What follows belongs to an exercise in optimizing a design on an open flow for small area; a production flow would make more cautious choices. The RTL was checked by simulation tests, not by an equivalence proof against the original design.

[design/flow/design.v]
module adder(
	input clk,
	input [3:0] control,
	input [31:0]a,
	input [31:0]b,
	input [31:0]c,
	input [31:0]d,
	output [1:0] status,
	output [31:0] ketqua
);
reg [1:0] status_r;
reg [31:0] ketqua_r;
assign status = control[2] ? status_r : 2'h0;
assign ketqua = control[2] ? ketqua_r : 32'h0;
always@(posedge clk)
	begin
		if(~control[2])
			begin 
			ketqua_r<= 32'h0;
			status_r<= 2'h0;
			end
		else 
			begin
				if (control[3])
					begin
						if(control[1:0]==2'b00)
							begin
							ketqua_r <= a[3:0]*c[3:0]+b[3:0]*d[3:0];
							status_r <= 2'b11;
							end
						else if (control[1:0]==2'b01)
								begin
								ketqua_r <= a[7:0]*c[7:0]+b[7:0]*d[7:0];
								status_r <= 2'b11;
								end
								else if (control[1:0]==2'b11)
										begin
										status_r <= 2'b10;
										ketqua_r <= a[15:0]*c[15:0]+b[15:0]*d[15:0];
										status_r <= 2'b11;
										end
					end
				else
					begin
					status_r <= 2'b00;
					ketqua_r <= 32'h0;
					end
			end
		end
endmodule
module multiple(
 input iClk,
 input iReset_n,
 input iChipSelect_n,
 input iWrite_n,
 input iRead_n,
 input [3:0] iAddress,
 input [31:0] iData,
 output reg [31:0] oData
 );
	reg [31:0]a , b, c, d;
	reg [3:0] control;
	wire [31:0] kt;
	wire [1:0] status;
	always@(posedge iClk, negedge iReset_n)
	begin
		if(~iReset_n)
			begin
			oData <= 32'd0;
			a <= 32'd0;
			b <= 32'd0;
			c <= 32'd0;
			d <= 32'd0;
			control<=4'd0;
			end
		else 		
			begin 
				if( ~iChipSelect_n & ~iWrite_n)
					begin
						case (iAddress)
						4'd0: a[31:0] <= iData[31:0];
						4'd1: b[31:0] <= iData[31:0];
						4'd2: c[31:0] <= iData[31:0];
						4'd3: d[31:0] <= iData[31:0];
						4'd4: control[3:0]<= iData[3:0];
						endcase 
					end
					if (~iChipSelect_n & ~iRead_n)
						 begin
							case (iAddress)
							 4'd0: oData <= a;
							 4'd1: oData <= b;
							 4'd2: oData <= c;
							 4'd3: oData <= d;
							 4'd4: oData[3:0] <= control[3:0];
							 4'd5: oData <= kt;
							 4'd6: oData[1:0] <= status[1:0];
							endcase
						 end
			end
	end
	adder adder1(
	.clk(iClk),
	.control(control),
	.a(a),
	.b(b),
	.c(c),
	.d(d),
	.status(status),
	.ketqua(kt)
	);
	endmodule
[design/flow/run.sh]
#!/bin/bash
# synth_recipe.tcl (not shown) runs the flow's synth.tcl, then flattens the netlist and writes it again
# the make line also repeats each setting of config.mk as NAME=value (left out here)
make -C /OpenROAD-flow-scripts/flow DESIGN_CONFIG=/design/flow/config.mk WORK_HOME=/design/flow/orfs CLKGATE_MAP_FILE= SYNTH_SCRIPT=/design/flow/synth_recipe.tcl finish
[design/flow/config.mk]
export PLATFORM = sky130hd
export DESIGN_NAME = multiple
export DESIGN_NICKNAME = multiple
export VERILOG_FILES = /design/flow/design.v
export SDC_FILE = /design/flow/constraint.sdc
export NUM_CORES = 4
export LEC_CHECK = 0
export CAP_MARGIN = 20
export CORE_MARGIN = 2
export CORE_UTILIZATION = 40
export SLEW_MARGIN = 20
[design/flow/constraint.sdc]
create_clock -name core_clock -period 9.0 [get_ports {iClk}]
set_input_delay 1.8000 -clock core_clock [delete_from_list [all_inputs] [get_ports {iClk}]]
set_output_delay 1.8000 -clock core_clock [all_outputs]
set_load 0.01 [all_outputs]
==> summary.txt, run 1 <==
- Outcome: no timing/DRC/antenna violations
- Fmax: around 130 MHz
- Yosys reg bits: between 150 and 200
- FF-to-FF Start: b[7]$_DFFE_PN0P_
- GRT overflow: 0
- Global Route Usage Sum: 0.216
- Detailed-route wire length per cell: 19.7 um
- Worst reg2reg setup slack: around 1300 ps
- Clk latency of the worst-skew pair: around 460 ps
- Die Span Y: ~280 um
- Yosys top cell area share: 0.338
- YS warnings: 2
- Slowest CP cell: dfrtp_1
- Core outline area: ~0.075 mm^2
- Slew HR: 0.294
- Crit path buf inv count: 3
- Vias in the first global route: ~23,000
- Worst Setup Start Kind: flop
- Layout cells sized above 1: 0.0765
- Max Root-Sink Buffers: 2
- Sink Count: just under 200
- Post-CTS setup buffer count: 0
- Vias: between 20,000 and 25,000
- Distinct cells, synth: just over 60
- Endpoints failing setup: 0
- Final Max Slew Viols: 0
- Post-DRT Antenna Nets: 0
- Final Worst Setup Slack: between 1000 and 1500 ps
- Crit-path max FO: 18
- WHS: 455 ps
- Fin crit share: 0.857
- MaxCap Viol Count: 0
- Final Hold Fails: 0
- Design area: roughly 0.033 mm^2
- Initial Utilization: 0.406
- CTS resizes: 0
- Row count: 100
- Synthesized Nets: ~4,000
- Worst Hold Launch: adder1.ketqua_r[0]$_SDFFE_PN0P_
- CTS clk-pin slew, worst paths: 80 ps
- Hpwl dp: around 64 mm
- H-tree levels: 4
- CP cell instances: nand2_1 > fa_1 > inv_1 > fa_1 > inv_1 > fa_1 > inv_1 > fa_1 > fa_1 > fa_1 > fa_1 > fa_1 > ha_1 > a21oi_4 > o2111ai_1 > a221o_1 > a311oi_2 > o31ai_1 > a41oi_1 > xor2_1 > o21ai_0
- Post-synthesis async set-or-reset flop share: 0.832
- Clock root buffer: clkbuf_16
- Worst-Margin Slew: approximately 1100 ps
- TNS Setup: 0 ps
- Post-synth EDFFs: 0
- Initial antenna violation count: 2
- Post-place setup slack: approximately 1300 ps
- Residual DRC: 0
- First drt pass iteration count: 9
- Die ar.: ~0.08 mm^2
- Min-delay worst type: reg -> reg
- Reg2reg end: adder1.ketqua_r[30]$_SDFFE_PN0P_
- Via density: 5.23
- Area after DPL: about 0.032 mm^2
- Hold Path Stages: 2
- Clock buffer count from CTS: 17
- Crit-path leading delay family: adder cells
- Hold buffers post-CTS: 0
- Largest net degree at the start of global routing: 92
- P&R area growth vs syn: 7.33%
- CP max stage delay: approximately 900 ps
- Syn Area/Cell: approximately 9.7 um^2
- Total Wirelength: between 80 and 90 mm
- Syn Std Cell Area: 0.0303 mm^2
- Number of port buffers: 72
- Clk_skew: around 9.5 ps
- RSZ-0062 raised after global routing: no
- Diode count: 0
- DR iter-0 viols: ~1,200
- FF-to-FF path depth: 21
- WP data arrival: around 8000 ps
- Main flop type after synthesis: dfrtp_1
- Routability Congestion: 0.903
- First-pass GRT wire length: 130 mm
- Nets@finish: 3,950
- Area contributors post-synth: fa_1 (34%), dfrtp_1 (14%), ha_1 (12%), inv_1 (8.3%), mux2_2 (6.1%)
- Hold Path Sink: adder1.ketqua_r[0]$_SDFFE_PN0P_
- Io pins: 73
- Register area share after synthesis: 0.157
- TritonCTS clock tree: done
- Synthesized instance count: 3,111
- CP Capture Type: flop
- Die X-Extent: roughly 280 um
- Minimum clock period: roughly 7700 ps
- Post-layout util: 0.435
- Crit-path most repeated cell: fa_1
- Worst path required time: about 9300 ps
- Synth area leader: fa_1
- Type of the worst setup path: reg -> reg
- Placed cells: 4,049
- Fin cells: 4,081
==> sequential cells by signal, indices dropped and copies added, names as in the netlist <==
| signal | flops |
|---|---|
| oData | 32 |
| adder1.status_r | 1 |
| c | 32 |
| b | 32 |
| a | 32 |
| d | 32 |
| control | 4 |
| adder1.ketqua_r | 32 |
==> cells in the mapped netlist, types with 4 or more instances <==
library cell,number
a211oi_1,12
o21ai_0,32
buf_2,6
nor3b_1,4
dfxtp_1,33
a22o_1,32
a222oi_1,28
o21a_1,7
a41oi_1,7
mux2_2,165
nor2_1,73
mux2i_1,11
xor2_1,19
a21o_1,30
dfrtp_1,164
nand2_1,289
ha_1,298
fa_1,512
or3_1,8
nor2b_1,19
or2_2,5
nand3_1,11
nor3_1,16
and2_1,290
a21oi_1,92
nand2b_1,7
a31oi_1,10
o211ai_1,6
clkbuf_1,105
a22oi_1,8
nand3b_1,7
xnor2_1,52
buf_1,13
and3_1,9
nand4_1,5
inv_1,674
o21bai_1,9
==> worst max-delay path by stage <==
stage	startpoint	end	cells after the start
finish	b[7]$_DFFE_PN0P_	adder1.ketqua_r[30]$_SDFFE_PN0P_	21
global placement	b[7]$_DFFE_PN0P_	adder1.ketqua_r[28]$_SDFFE_PN0P_	21
global route	b[7]$_DFFE_PN0P_	adder1.ketqua_r[30]$_SDFFE_PN0P_	21
detailed placement	b[7]$_DFFE_PN0P_	adder1.ketqua_r[28]$_SDFFE_PN0P_	21
floorplan	d[7]$_DFFE_PN0P_	adder1.ketqua_r[28]$_SDFFE_PN0P_	23
CTS	b[7]$_DFFE_PN0P_	adder1.ketqua_r[28]$_SDFFE_PN0P_	21
==> kinds of logic (layout without fill, tap and decap cells) <==
group | Yosys count | in the layout | synth area share
fa+ha+maj | 810 | 810 | 0.461
buf+inv | 799 | 800 | 0.0994
simple gates | 751 | 751 | 0.125
compound gates | 305 | 305 | 0.0704
flops | 197 | 197 | 0.157
mux | 178 | 178 | 0.0664
xor+xnor | 71 | 71 | 0.0205
==> routing by layer <==
metal	track usage	routed length, um	part of all wire
met4	0.0518	1840	0.023
met5	0	0	0
met1	0.291	35000	0.43
met2	0.374	39700	0.49
met3	0.0217	3920	0.049
==> layout make-up <==
class / instances / area, um^2
Clock inverter: 15 / 175
Timing Repair Buffer: 94 / 877
Sequential cell: 197 / 4760
Clock buffer: 17 / 425
Inverter: 674 / 2530
Fill cell: 7198 / 42200
Tap cell: 969 / 1210
Multi-Input combinational cell: 2115 / 22500
==> tightest hold or removal path: stages (launching register included) <==
cell	delay, ps
dfxtp_1	310
nand2_1	50
a21oi_1	50
==> layout by cell type, fill, tap and decap left out, types with 8 or more instances in the layout <==
cell type / netlist / routed
a211oi_1: 12 / 12
a21o_1: 30 / 30
a21oi_1: 92 / 92
a222oi_1: 28 / 28
a22o_1: 32 / 32
a22oi_1: 8 / 8
a31oi_1: 10 / 10
and2_1: 290 / 290
buf_4: 0 / 22
clkbuf_16: 0 / 17
clkdlybuf4s50_1: 0 / 69
dfrtp_1: 164 / 164
dfxtp_1: 33 / 33
fa_1: 512 / 512
ha_1: 298 / 298
inv_1: 674 / 674
mux2_2: 165 / 165
mux2i_1: 11 / 11
nand2_1: 289 / 289
nand3_1: 11 / 11
nor2_1: 73 / 71
nor2b_1: 19 / 18
nor3_1: 16 / 16
o21ai_0: 32 / 32
o21bai_1: 9 / 9
or3_1: 8 / 8
xnor2_1: 52 / 52
xor2_1: 19 / 19
==> run 2: changes to the inputs <==
--- a/design/flow/design.v
+++ b/design/flow/design.v
@@ -3,6 +3,6 @@
 	input [3:0] control,
-	input [31:0]a,
-	input [31:0]b,
-	input [31:0]c,
-	input [31:0]d,
+	input [31:0] a,
+	input [31:0] b,
+	input [31:0] c,
+	input [31:0] d,
 	output [1:0] status,
@@ -10,41 +10,20 @@
 );
-reg [1:0] status_r;
+reg status_r;
 reg [31:0] ketqua_r;
-assign status = control[2] ? status_r : 2'h0;
+wire [15:0] m = {{8{control[1]}}, {4{control[0]}}, 4'hf};
+wire [15:0] am = a[15:0] & m;
+wire [15:0] bm = b[15:0] & m;
+wire [15:0] cm = c[15:0] & m;
+wire [15:0] dm = d[15:0] & m;
+assign status = {2{control[2] & status_r}};
 assign ketqua = control[2] ? ketqua_r : 32'h0;
-always@(posedge clk)
-	begin
-		if(~control[2])
-			begin 
-			ketqua_r<= 32'h0;
-			status_r<= 2'h0;
-			end
-		else 
-			begin
-				if (control[3])
-					begin
-						if(control[1:0]==2'b00)
-							begin
-							ketqua_r <= a[3:0]*c[3:0]+b[3:0]*d[3:0];
-							status_r <= 2'b11;
-							end
-						else if (control[1:0]==2'b01)
-								begin
-								ketqua_r <= a[7:0]*c[7:0]+b[7:0]*d[7:0];
-								status_r <= 2'b11;
-								end
-								else if (control[1:0]==2'b11)
-										begin
-										status_r <= 2'b10;
-										ketqua_r <= a[15:0]*c[15:0]+b[15:0]*d[15:0];
-										status_r <= 2'b11;
-										end
-					end
-				else
-					begin
-					status_r <= 2'b00;
-					ketqua_r <= 32'h0;
-					end
-			end
-		end
+always @(posedge clk) begin
+	if (~control[2] | ~control[3]) begin
+		ketqua_r <= 32'h0;
+		status_r <= 1'b0;
+	end else if (control[1:0] != 2'b10) begin
+		ketqua_r <= am * cm + bm * dm;
+		status_r <= 1'b1;
+	end
+end
 endmodule
==> summary.txt, run 2 <==
- Yosys reg bits: 197 (unchanged)
- FF-to-FF Start: control[1]$_DFFE_PN0P_
- Met3 routed WL: 6.27 mm (+60%)
- TritonCTS clock tree: done
- Vias in the first global route: 21,000 (-8.2%)
- Area after DPL: 0.0275 mm^2 (-14%)
- CTS clk-pin slew, worst paths: 80 ps (about the same)
- Io pins: 73 (unchanged)
- Count leader, synth: inv_1
- Routability Congestion: 0.920 (+1.8%)
- Highest Signal Layer: met5
- Post-DRT Antenna Nets: 0 (unchanged)
- Synthesized Nets: 3,357 (-15%)
- Clock root buffer: clkbuf_16
- Nets@finish: 3,319 (-16%)
- Worst Hold Launch: adder1.ketqua_r[0]$_SDFFE_PP0P_
- Clock buffer count from CTS: 17 (unchanged)
- DR iter-0 viols: 1,568 (+29%)
- Detailed-route wire length per cell: 23.0 um (+16%)
- Crit-path max FO: 96 (+78)
- FF+latch area: 0.00477 mm^2 (+0.16%)
- Worst reg2reg setup slack: 690 ps (-600 ps)
- First drt pass iteration count: 7 (-2)
- Post-CTS setup buffer count: 0 (unchanged)
- Worst-Margin Slew: 1080 ps (+17.9 ps)
- Clk_skew: 23.9 ps (+14.4 ps)
- Row count: 93 (-7.0%)
- Number of port buffers: 72 (unchanged)
- Crit-path leading delay family: adder cells
- Main flop type after synthesis: dfrtp_1
- Crit-path most repeated cell: fa_1
- Die ar.: 0.0670 mm^2 (-14%)
- Total Wirelength: 80.6 mm (+0.11%)
- CP max stage delay: 1030 ps (+130 ps)
- Most frequent cells in the layout: inv_1 (491), fa_1 (446), nand2_1 (277)
- Synthesized instance count: 2,678 (-14%)
- Die X-Extent: 259 um (-7.3%)
- P&R area growth vs syn: 8.07%
- Hpwl dp: 63.5 mm (-0.38%)
- Syn Area/Cell: 9.71 um^2 (-0.37%)
- Final Worst Setup Slack: 690 ps (-597 ps)
- CP Capture Type: flop
- Max Root-Sink Buffers: 2 (unchanged)
- GRT overflow: 0 (unchanged)
- Worst Setup Start Kind: flop
- Initial antenna violation count: 11 (+9)
- Final Hold Fails: 0 (unchanged)
- Syn Std Cell Area: 0.0260 mm^2 (-14%)
- WP data arrival: 8670 ps (+630 ps)
- Global Route Usage Sum: 0.249 (+0.0324)
- Worst path required time: 9360 ps (+30 ps)
- Hold Path Sink: adder1.ketqua_r[0]$_SDFFE_PP0P_
- FF-to-FF path depth: 22 (+4.8%)
- Hold Path Stages: 2 (unchanged)
- First-pass GRT wire length: 127 mm (-2.8%)
- Yosys top cell area share: 0.344 (+0.00532)
- CP cell instances: and2_1 > nand3_1 > fa_1 > inv_1 > fa_1 > inv_1 > fa_1 > inv_1 > fa_1 > fa_1 > fa_1 > fa_1 > fa_1 > ha_1 > a21o_1 > a31o_2 > a31oi_1 > nor2_1 > o311ai_1 > o311ai_2 > xnor2_1 > a211oi_2
- Fmax: 120 MHz (-7.2%)
- Type of the worst setup path: reg -> reg
- Layout fillers: 6,213 (-14%)
- Minimum clock period: 8310 ps (+597 ps)
- Post-place setup slack: 800 ps (-523 ps)
- Min-delay worst type: reg -> reg
- Core outline area: 0.0643 mm^2 (-14%)
- Synth area leader: fa_1
- MaxCap Viol Count: 0 (unchanged)
- Sink Count: 197 (unchanged)
- YS warnings: 2 (unchanged)
- Most common cell after layout, fill and taps aside: inv_1
- Crit path buf inv count: 3 (unchanged)
- Reg2reg end: adder1.ketqua_r[28]$_SDFFE_PP0P_
- Hold buffers post-CTS: 0 (unchanged)
- Largest net degree at the start of global routing: 100 (+8.7%)
- WHS: 467 ps (+11.6 ps)
- Post-synth EDFFs: 0 (unchanged)
- Diode count: 0 (unchanged)
- Sum of routed wire segments on met1: 34.2 mm (-2.4%)
- Top cells by count, synth: inv_1 (491), fa_1 (446), nand2_1 (277)
- Register area share after synthesis: 0.183 (+0.0261)
- Die Span Y: 259 um (-7.3%)
- Area contributors post-synth: fa_1 (34%), dfrtp_1 (16%), ha_1 (9.2%), inv_1 (7.1%), mux2_2 (6.9%)
- RSZ-0062 raised after global routing: no
- Endpoints failing setup: 0 (unchanged)
- TNS Setup: 0 ps (unchanged)
- Post-synthesis async set-or-reset flop share: 0.832 (unchanged)
- Fin crit share: 0.923 (+0.0663)
- Distinct cells, synth: 64 (+4.9%)
- Design area: 0.0281 mm^2 (-14%)
- Residual DRC: 0 (unchanged)
- Initial Utilization: 0.404 (-0.00181)
- Layout cells sized above 1: 0.0965 (+0.0200)
- Final Max Slew Viols: 0 (unchanged)
- Outcome: no timing/DRC/antenna violations
- CTS resizes: 0 (unchanged)
- Multi-input gate area: 0.0187 mm^2 (-17%)
- Slew HR: 0.282 (-0.0119)
- H-tree levels: 4 (unchanged)
- Via density: 5.54 (+5.9%)
- Slowest CP cell: dfrtp_4
- Clk latency of the worst-skew pair: 450 ps (about the same)
- Vias: 19,400 (-9.0%)
- WL met2: 37.5 mm (-5.5%)
## run 2: how the worst max path moves through the flow
stage	from	endpoint	slack (ps)	cells after the start
final	control[1]$_DFFE_PN0P_	adder1.ketqua_r[28]$_SDFFE_PP0P_	690	22
after global routing	control[1]$_DFFE_PN0P_	adder1.ketqua_r[29]$_SDFFE_PP0P_	250	24
after CTS	control[1]$_DFFE_PN0P_	adder1.ketqua_r[28]$_SDFFE_PP0P_	720	22
after detailed placement	control[1]$_DFFE_PN0P_	adder1.ketqua_r[28]$_SDFFE_PP0P_	800	22
after global placement	control[1]$_DFFE_PN0P_	adder1.ketqua_r[26]$_SDFFE_PP0P_	750	19
after floorplan	control[1]$_DFFE_PN0P_	adder1.ketqua_r[31]$_SDFFE_PP0P_	1780	25
## run 2: cells by family (layout without fill, tap and decap cells)
logic type,after synthesis,after routing,synth area share
flip-flops,197,197,0.183
AO/OA/AOI/OAI,219,219,0.0600
adder cells (fa/ha/maj),638,638,0.436
multiplexers,167,167,0.0720
XOR/XNOR,28,28,0.00944
AND/OR/NAND/NOR,766,766,0.143
buffers and inverters,663,638,0.0963
## run 2: tightest hold or removal path: stages (launching register included)
cell,delay (ps)
dfxtp_1,310
nand2_1,50
a21oi_1,60
## run 2: area by class of cell
class / count / area share
clock inverters: 14 / 0.00637
well taps: 855 / 0.0381
flip-flops and latches: 197 / 0.170
inverters: 491 / 0.0656
repair buffers: 115 / 0.0373
multi-input cells: 1818 / 0.667
clock buffers: 18 / 0.0153
## run 2: per-layer routing
layer,up-vias,GRT usage
met3,134,0.0369
met4,4,0.0703
met2,830,0.406
met5,-,0
li1,8399,-
met1,10100,0.345
## run 2: through the flow
stage	util	std cells
final	0.437	3508
after global routing	0.437	3508
after CTS	0.437	3508
after detailed placement	0.427	3476
after global placement	0.427	3476
after floorplan	-	2678

==> what the ideal ports hide <==
The flow's constraints put no driver on any port. The routed layouts listed below were extracted and timed again, unchanged, in two steps.
Step 1 (the two cells are an assumption about what drives the block):
set clk [get_ports {iClk}]
set_driving_cell -lib_cell sky130_fd_sc_hd__clkbuf_16 $clk
set_driving_cell -lib_cell sky130_fd_sc_hd__buf_2 [delete_from_list [all_inputs] $clk]
Step 2 also shifts input and output timing later by t, the mid clock arrival at the registers, as if the neighbouring blocks saw the same clock.
Slacks: ideal ports / drivers / drivers and shift; pairs: ideal ports / drivers.
| run | shift t [ns] | setup slack, ns | latest minus earliest clock arrival (ns) |
|---|---|---|---|
| run 1 | 0.503 | 1.287 / 1.287 / 1.287 | 0.014 / 0.014 |
| run 2 | 0.482 | 0.690 / 0.690 / 0.690 | 0.024 / 0.025 |
After both steps every run listed still meets setup and hold.
